What follows belongs to an exercise in optimizing a design on an open flow for small area and a short achievable clock period; a production flow would make more cautious choices. Where RTL was checked, it was by simulation tests only, not by an equivalence proof against the original. Power is estimated from default activity; no workload was simulated.

==> flow/design.v (excerpt) <==
module final_top (
    input clk,
    input rst,  
    input [31:0] instruction,
    input [15:0] data_in,  
    output [15:0] data_out,  
    output [15:0] addr,  
    output we,  
    output [15:0] out_reg,  
    output zero,
    output carry
);
Size in the first run: about 1500 cells after synthesis, ~100 I/O pins, roughly 0.018 mm2 of cells after synthesis.
==> module reg_file, before the edit <==
module reg_file (
    input clk,
    input rst,  
    input [15:0] read_sel1,
    input [15:0] read_sel2,
    input [3:0] write_reg,
    input [15:0] write_data,
    input write_enable,
    output reg [15:0] read_data1,
    output reg [15:0] read_data2
);
    reg [15:0] regs [0:15];
    wire [15:0] wd = rst ? 16'b0 : write_data;
    genvar g;
    generate
        for (g = 0; g < 16; g = g + 1) begin : r
            always @(posedge clk) begin
                if (rst || (write_enable && write_reg == g))
                    regs[g] <= wd;
            end
        end
    endgenerate
    integer i;
    always @(*) begin
        read_data1 = 16'b0;
        read_data2 = 16'b0;
        for (i = 0; i < 16; i = i + 1) begin
            read_data1 = read_data1 | (regs[i] & {16{read_sel1[i]}});
            read_data2 = read_data2 | (regs[i] & {16{read_sel2[i]}});
        end
    end
endmodule
Settings: LEC_CHECK=0, CAP_MARGIN=20, CORE_MARGIN=2, CORE_UTILIZATION=40, SETUP_SLACK_MARGIN=2.0, SLEW_MARGIN=20; clock period 4.5 ns.
run.sh (not shown) runs the stock make flow with config.mk's settings and CLKGATE_MAP_FILE= SYNTH_SCRIPT=/design/flow/synth_recipe.tcl, a recipe that flattens the netlist after the stock synthesis.
==> next run, changes <==
--- a/flow/design.v
+++ b/flow/design.v
@@ -21,19 +21,20 @@
     input [15:0] write_data,
     input write_enable,
     output reg [15:0] read_data1,
     output reg [15:0] read_data2
 );
     reg [15:0] regs [0:15];
-    wire [15:0] wd = rst ? 16'b0 : write_data;
     genvar g;
     generate
         for (g = 0; g < 16; g = g + 1) begin : r
-            always @(posedge clk) begin
-                if (rst || (write_enable && write_reg == g))
-                    regs[g] <= wd;
+            always @(posedge clk or posedge rst) begin
+                if (rst)
+                    regs[g] <= 16'b0;
+                else if (write_enable && write_reg == g)
+                    regs[g] <= write_data;
             end
         end
     endgenerate
     integer i;
     always @(*) begin
         read_data1 = 16'b0;
The new run produced a clean layout.
Wire length rises by 11%.
Global-route usage goes up by 1.6 points.
Sequential power is higher by 13%.
Cell area rises by 3.6%.
Via count climbs by 18%.
Function was not checked in any run of this note: the RTL went through the layout flow alone.

* * *

The RTL this note starts from:
==> flow/design.v <==
module instruction_decoder (
    input [31:0] instruction,
    output [3:0] opcode,
    output [3:0] reg1,
    output [3:0] reg2,
    output [3:0] destReg,
    output [15:0] immediate
);
    assign opcode = instruction[31:28];
    assign reg1 = instruction[27:24];
    assign reg2 = instruction[23:20];
    assign destReg = instruction[19:16];
    assign immediate = instruction[15:0];
endmodule
module reg_file (
    input clk,
    input rst,  
    input [15:0] read_sel1,
    input [15:0] read_sel2,
    input [3:0] write_reg,
    input [15:0] write_data,
    input write_enable,
    output reg [15:0] read_data1,
    output reg [15:0] read_data2
);
    reg [15:0] regs [0:15];
    genvar g;
    generate
        for (g = 0; g < 16; g = g + 1) begin : r
            always @(posedge clk or posedge rst) begin
                if (rst)
                    regs[g] <= 16'b0;
                else if (write_enable && write_reg == g)
                    regs[g] <= write_data;
            end
        end
    endgenerate
    integer i;
    always @(*) begin
        read_data1 = 16'b0;
        read_data2 = 16'b0;
        for (i = 0; i < 16; i = i + 1) begin
            read_data1 = read_data1 | (regs[i] & {16{read_sel1[i]}});
            read_data2 = read_data2 | (regs[i] & {16{read_sel2[i]}});
        end
    end
endmodule
module alu (
    input [15:0] operand1,
    input [15:0] operand2,
    input big,
    input carry_in,
    input is_arith,  
    input is_addc,
    input is_subc,
    input is_subi,
    input is_and,
    input is_or,
    input is_xor,
    input is_shr,  
    input is_sra,
    input is_shl,
    input is_none,  
    output [15:0] x,
    output [15:0] cm,
    output carry_out,
    output zero
);
    wire cin = (is_addc & carry_in) | (is_subc & ~carry_in) | is_subi;
    wire [15:0] p = operand1 ^ operand2;
    wire [15:0] g = operand1 & operand2;
    wire [15:0] k = operand1 | operand2;
    wire [15:0] gk [0:4];
    wire [15:0] pk [0:4];
    assign gk[0] = g;
    assign pk[0] = p;
    genvar i, l;
    generate
        for (l = 0; l < 4; l = l + 1) begin : lvl
            for (i = 0; i < 16; i = i + 1) begin : b
                if (i >= (1 << l)) begin : pg
                    assign gk[l+1][i] = gk[l][i] | (pk[l][i] & gk[l][i - (1 << l)]);
                    assign pk[l+1][i] = pk[l][i] & pk[l][i - (1 << l)];
                end else begin : pass
                    assign gk[l+1][i] = gk[l][i];
                    assign pk[l+1][i] = pk[l][i];
                end
            end
        end
    endgenerate
    wire [15:0] c = gk[4] | (pk[4] & {16{cin}});
    wire c16 = c[15];
    assign carry_out = (is_addc & c16) | (is_subc & ~c16);
    function [15:0] rev;
        input [15:0] v;
        integer j;
        begin
            for (j = 0; j < 16; j = j + 1)
                rev[j] = v[15 - j];
        end
    endfunction
    wire fill = is_sra & operand1[15];
    wire [15:0] s0 = is_shl ? rev(operand1) : operand1;
    wire [15:0] s1 = operand2[0] ? {fill, s0[15:1]} : s0;
    wire [15:0] s2 = operand2[1] ? {{2{fill}}, s1[15:2]} : s1;
    wire [15:0] s3 = operand2[2] ? {{4{fill}}, s2[15:4]} : s2;
    wire [15:0] s4 = operand2[3] ? {{8{fill}}, s3[15:8]} : s3;
    wire shr_small = is_shr & ~big;
    wire shl_small = is_shl & ~big;
    wire shr_fill = is_shr & big & fill;
    wire [15:0] r_na = ({16{is_and}} & g) |
                       ({16{is_or}} & k) |
                       ({16{is_xor}} & p) |
                       ({16{shr_small}} & s4) |
                       ({16{shl_small}} & rev(s4)) |
                       {16{shr_fill}};
    assign x = r_na | ({16{is_arith}} & p);
    assign cm = {16{is_arith}} & {c[14:0], cin};
    wire sum_zero = &(p ~^ {k[14:0], cin});
    wire arith_zero = sum_zero & ~(is_addc & k[15]) & ~(is_subc & ~k[15]);
    wire [15:0] keep;
    generate
        for (i = 0; i < 16; i = i + 1) begin : kp
            assign keep[i] = (operand2[3:0] <= i);
        end
    endgenerate
    wire shift_zero = big ? ~fill : ~(|(s0 & keep));
    assign zero = (is_arith & arith_zero) |
                  (is_and & ~(|g)) |
                  (is_or & ~(|k)) |
                  (is_xor & ~(|p)) |
                  ((is_shr | is_shl) & shift_zero) |
                  is_none;
endmodule
module final_top (
    input clk,
    input rst,  
    input [31:0] instruction,
    input [15:0] data_in,  
    output [15:0] data_out,  
    output [15:0] addr,  
    output we,  
    output [15:0] out_reg,  
    output zero,
    output carry
);
    wire [3:0] opcode, reg1, reg2, destReg;
    wire [15:0] immediate, reg_data1, reg_data2, alu_x, alu_cm;
    wire carry_d2, zero_d2;
    reg [3:0] opcode_d1, destReg_d1;
    reg [15:0] imm_d1;
    reg [15:0] sel1_d1, sel2_d1;
    reg fwd1_d1, fwd2_d1, use_imm_d1, inv_d1;
    reg [15:0] op1_d2, op2_d2, addr_d2;
    reg big_d2;  
    reg arith_d2, addc_d2, subc_d2, subi_d2, and_d2, or_d2, xor_d2;
    reg shr_d2, sra_d2, shl_d2, some_d2, load_d2, store_d2, rf_we_d2;  
    reg [3:0] destReg_d2;
    reg [15:0] x_d3, cm_d3;
    reg load_d3, rf_we_d3, carry_d3, zero_d3;
    reg [3:0] destReg_d3;
    wire [15:0] wdata_d3 = x_d3 ^ (cm_d3 & {16{~load_d3}});
    instruction_decoder id (
        .instruction (instruction),
        .opcode (opcode),
        .reg1 (reg1),
        .reg2 (reg2),
        .destReg (destReg),
        .immediate (immediate)
    );
    wire use_imm = (opcode == 4'b1011) || (opcode == 4'b1100) || (opcode == 4'b1101) ||
                   (opcode == 4'b1110) || (opcode == 4'b1111);
    wire fwd1 = rf_we_d2 && (reg1 == destReg_d2);
    wire fwd2 = rf_we_d2 && (reg2 == destReg_d2);
    wire [15:0] sel1, sel2;
    genvar k;
    generate
        for (k = 0; k < 16; k = k + 1) begin : dec
            assign sel1[k] = (reg1 == k) && !fwd1;
            assign sel2[k] = (reg2 == k) && !fwd2;
        end
    endgenerate
    reg_file rf (
        .clk(clk),
        .rst(rst),
        .read_sel1(sel1_d1),
        .read_sel2(sel2_d1),
        .write_reg(destReg_d3),
        .write_data(wdata_d3),
        .write_enable(rf_we_d3),
        .read_data1(reg_data1),
        .read_data2(reg_data2)
    );
    wire [15:0] a_d1 = reg_data1 | (wdata_d3 & {16{fwd1_d1}});
    wire [15:0] b_d1 = reg_data2 | (wdata_d3 & {16{fwd2_d1}}) | (imm_d1 & {16{use_imm_d1}});
    alu alu_unit (
        .operand1(op1_d2),
        .operand2(op2_d2),
        .big(big_d2),
        .carry_in(carry_d3),
        .is_arith(arith_d2),
        .is_addc(addc_d2),
        .is_subc(subc_d2),
        .is_subi(subi_d2),
        .is_and(and_d2),
        .is_or(or_d2),
        .is_xor(xor_d2),
        .is_shr(shr_d2),
        .is_sra(sra_d2),
        .is_shl(shl_d2),
        .is_none(~some_d2),
        .x(alu_x),
        .cm(alu_cm),
        .carry_out(carry_d2),
        .zero(zero_d2)
    );
    always @(posedge clk or posedge rst) begin
        if (rst) begin
            opcode_d1 <= 4'b0;
            imm_d1 <= 16'b0;
            addr_d2 <= 16'b0;
            arith_d2 <= 1'b0;
            addc_d2 <= 1'b0;
            subc_d2 <= 1'b0;
            subi_d2 <= 1'b0;
            and_d2 <= 1'b0;
            or_d2 <= 1'b0;
            xor_d2 <= 1'b0;
            shr_d2 <= 1'b0;
            sra_d2 <= 1'b0;
            shl_d2 <= 1'b0;
            some_d2 <= 1'b0;
            load_d2 <= 1'b0;
            store_d2 <= 1'b0;
            rf_we_d2 <= 1'b0;
            x_d3 <= 16'b0;
            cm_d3 <= 16'b0;
            load_d3 <= 1'b0;
            rf_we_d3 <= 1'b0;
            carry_d3 <= 1'b0;
            zero_d3 <= 1'b0;
        end else begin
            opcode_d1 <= opcode;
            imm_d1 <= immediate;
            addr_d2 <= imm_d1;
            arith_d2 <= (opcode_d1 == 4'b0011) || (opcode_d1 == 4'b0100) ||
                        (opcode_d1 == 4'b1011) || (opcode_d1 == 4'b1100);
            addc_d2 <= (opcode_d1 == 4'b0011);
            subc_d2 <= (opcode_d1 == 4'b0100);
            subi_d2 <= (opcode_d1 == 4'b1100);
            and_d2 <= (opcode_d1 == 4'b0101) || (opcode_d1 == 4'b1101);
            or_d2 <= (opcode_d1 == 4'b0110) || (opcode_d1 == 4'b1110);
            xor_d2 <= (opcode_d1 == 4'b0111) || (opcode_d1 == 4'b1111);
            shr_d2 <= (opcode_d1 == 4'b1001) || (opcode_d1 == 4'b1010);
            sra_d2 <= (opcode_d1 == 4'b1010);
            shl_d2 <= (opcode_d1 == 4'b1000);
            some_d2 <= (opcode_d1 != 4'b0000) && (opcode_d1 != 4'b0001) && (opcode_d1 != 4'b0010);
            load_d2 <= (opcode_d1 == 4'b0010);
            store_d2 <= (opcode_d1 == 4'b0001);
            rf_we_d2 <= (opcode_d1 != 4'b0000) && (opcode_d1 != 4'b0001);
            x_d3 <= alu_x | (data_in & {16{load_d2}});  
            cm_d3 <= alu_cm | (data_in & {16{load_d2}});
            load_d3 <= load_d2;
            rf_we_d3 <= rf_we_d2;
            carry_d3 <= carry_d2;
            zero_d3 <= zero_d2;
        end
    end
    always @(posedge clk) begin
        destReg_d1 <= destReg;
        sel1_d1 <= sel1;
        sel2_d1 <= use_imm ? 16'b0 : sel2;
        fwd1_d1 <= fwd1;
        fwd2_d1 <= fwd2 && !use_imm;
        use_imm_d1 <= use_imm;
        inv_d1 <= (opcode == 4'b0100) || (opcode == 4'b1100);
        destReg_d2 <= destReg_d1;
        destReg_d3 <= destReg_d2;
        op1_d2 <= a_d1;
        op2_d2 <= b_d1 ^ {16{inv_d1}};
        big_d2 <= |b_d1[15:4];
    end
    assign addr = addr_d2;
    assign we = store_d2;
    assign data_out = op1_d2 & {16{store_d2}};
    assign out_reg = x_d3 ^ cm_d3;
    assign carry = carry_d3;
    assign zero = zero_d3;
endmodule
Settings: LEC_CHECK=0, CAP_MARGIN=20, CORE_MARGIN=2, CORE_UTILIZATION=60, CTS_CLUSTER_DIAMETER=90, CTS_CLUSTER_SIZE=24, SETUP_SLACK_MARGIN=2.3, SLEW_MARGIN=20; clock period 4.5 ns.
The baseline completed without violations.
Then changed:
--- a/flow/design.v
+++ b/flow/design.v
@@ -23,16 +23,15 @@
     output reg [15:0] read_data1,
     output reg [15:0] read_data2
 );
     reg [15:0] regs [0:15];
+    wire [15:0] wd = rst ? 16'b0 : write_data;
     genvar g;
     generate
         for (g = 0; g < 16; g = g + 1) begin : r
-            always @(posedge clk or posedge rst) begin
-                if (rst)
-                    regs[g] <= 16'b0;
-                else if (write_enable && write_reg == g)
-                    regs[g] <= write_data;
+            always @(posedge clk) begin
+                if (rst || (write_enable && write_reg == g))
+                    regs[g] <= wd;
             end
         end
     endgenerate
     integer i;
Effect: The new run finished with timing, DRC and antenna clean. Worst setup slack is better by 18 ps. Synthesized area goes down by about 5.6%. Final area goes down by 5.7%. Final cell count goes down by about 23%. Total power goes down by 21%. Critical path depth goes down by 5. Via count goes down by 18%. Fmax goes up by about 0.8%. Count of clock-buffer cells in the layout goes up by 1. Sequential power goes down by about 12%. Combinational power goes down by 40%.

-- static timing again, ports no longer ideal --
The flow's constraints put no driver on any port. The routed layouts listed below were extracted and timed again, unchanged, in two steps. Step 1: set_driving_cell puts a clkbuf_16 on clk and a buf_2 on each other input, an assumption about the parent block. Step 2 moves the port delays by t, midway between the first and last clock arrival at a register: inputs arrive t later, outputs are due t later. That takes back most of the time a late clock gives input paths. a / b / c = ideal / step 1 / step 2; a / b = the first two.
run	shift t [ns]	slack for setup (ns)	clock arrival spread, ns	worst register clock-pin slew, ns	worst data-port slew with drivers (ns)
the first run of note 1	0.631	1.283 / 1.283 / 1.283	0.025 / 0.025	0.07 / 0.07	0.05
the second run of note 1	0.651	1.460 / 1.460 / 1.460	0.028 / 0.028	0.06 / 0.06	0.05
the first run of note 2	0.620	2.126 / 2.109 / 1.869	0.044 / 0.044	0.11 / 0.11	0.04
the second run of note 2	0.606	2.144 / 2.090 / 1.808	0.015 / 0.014	0.10 / 0.10	0.07
After both steps setup and hold are still met in every run listed. For the second run of note 2, which loses most, drivers alone change the setup slack by -0.054 ns; drivers and shift together by -0.336 ns.
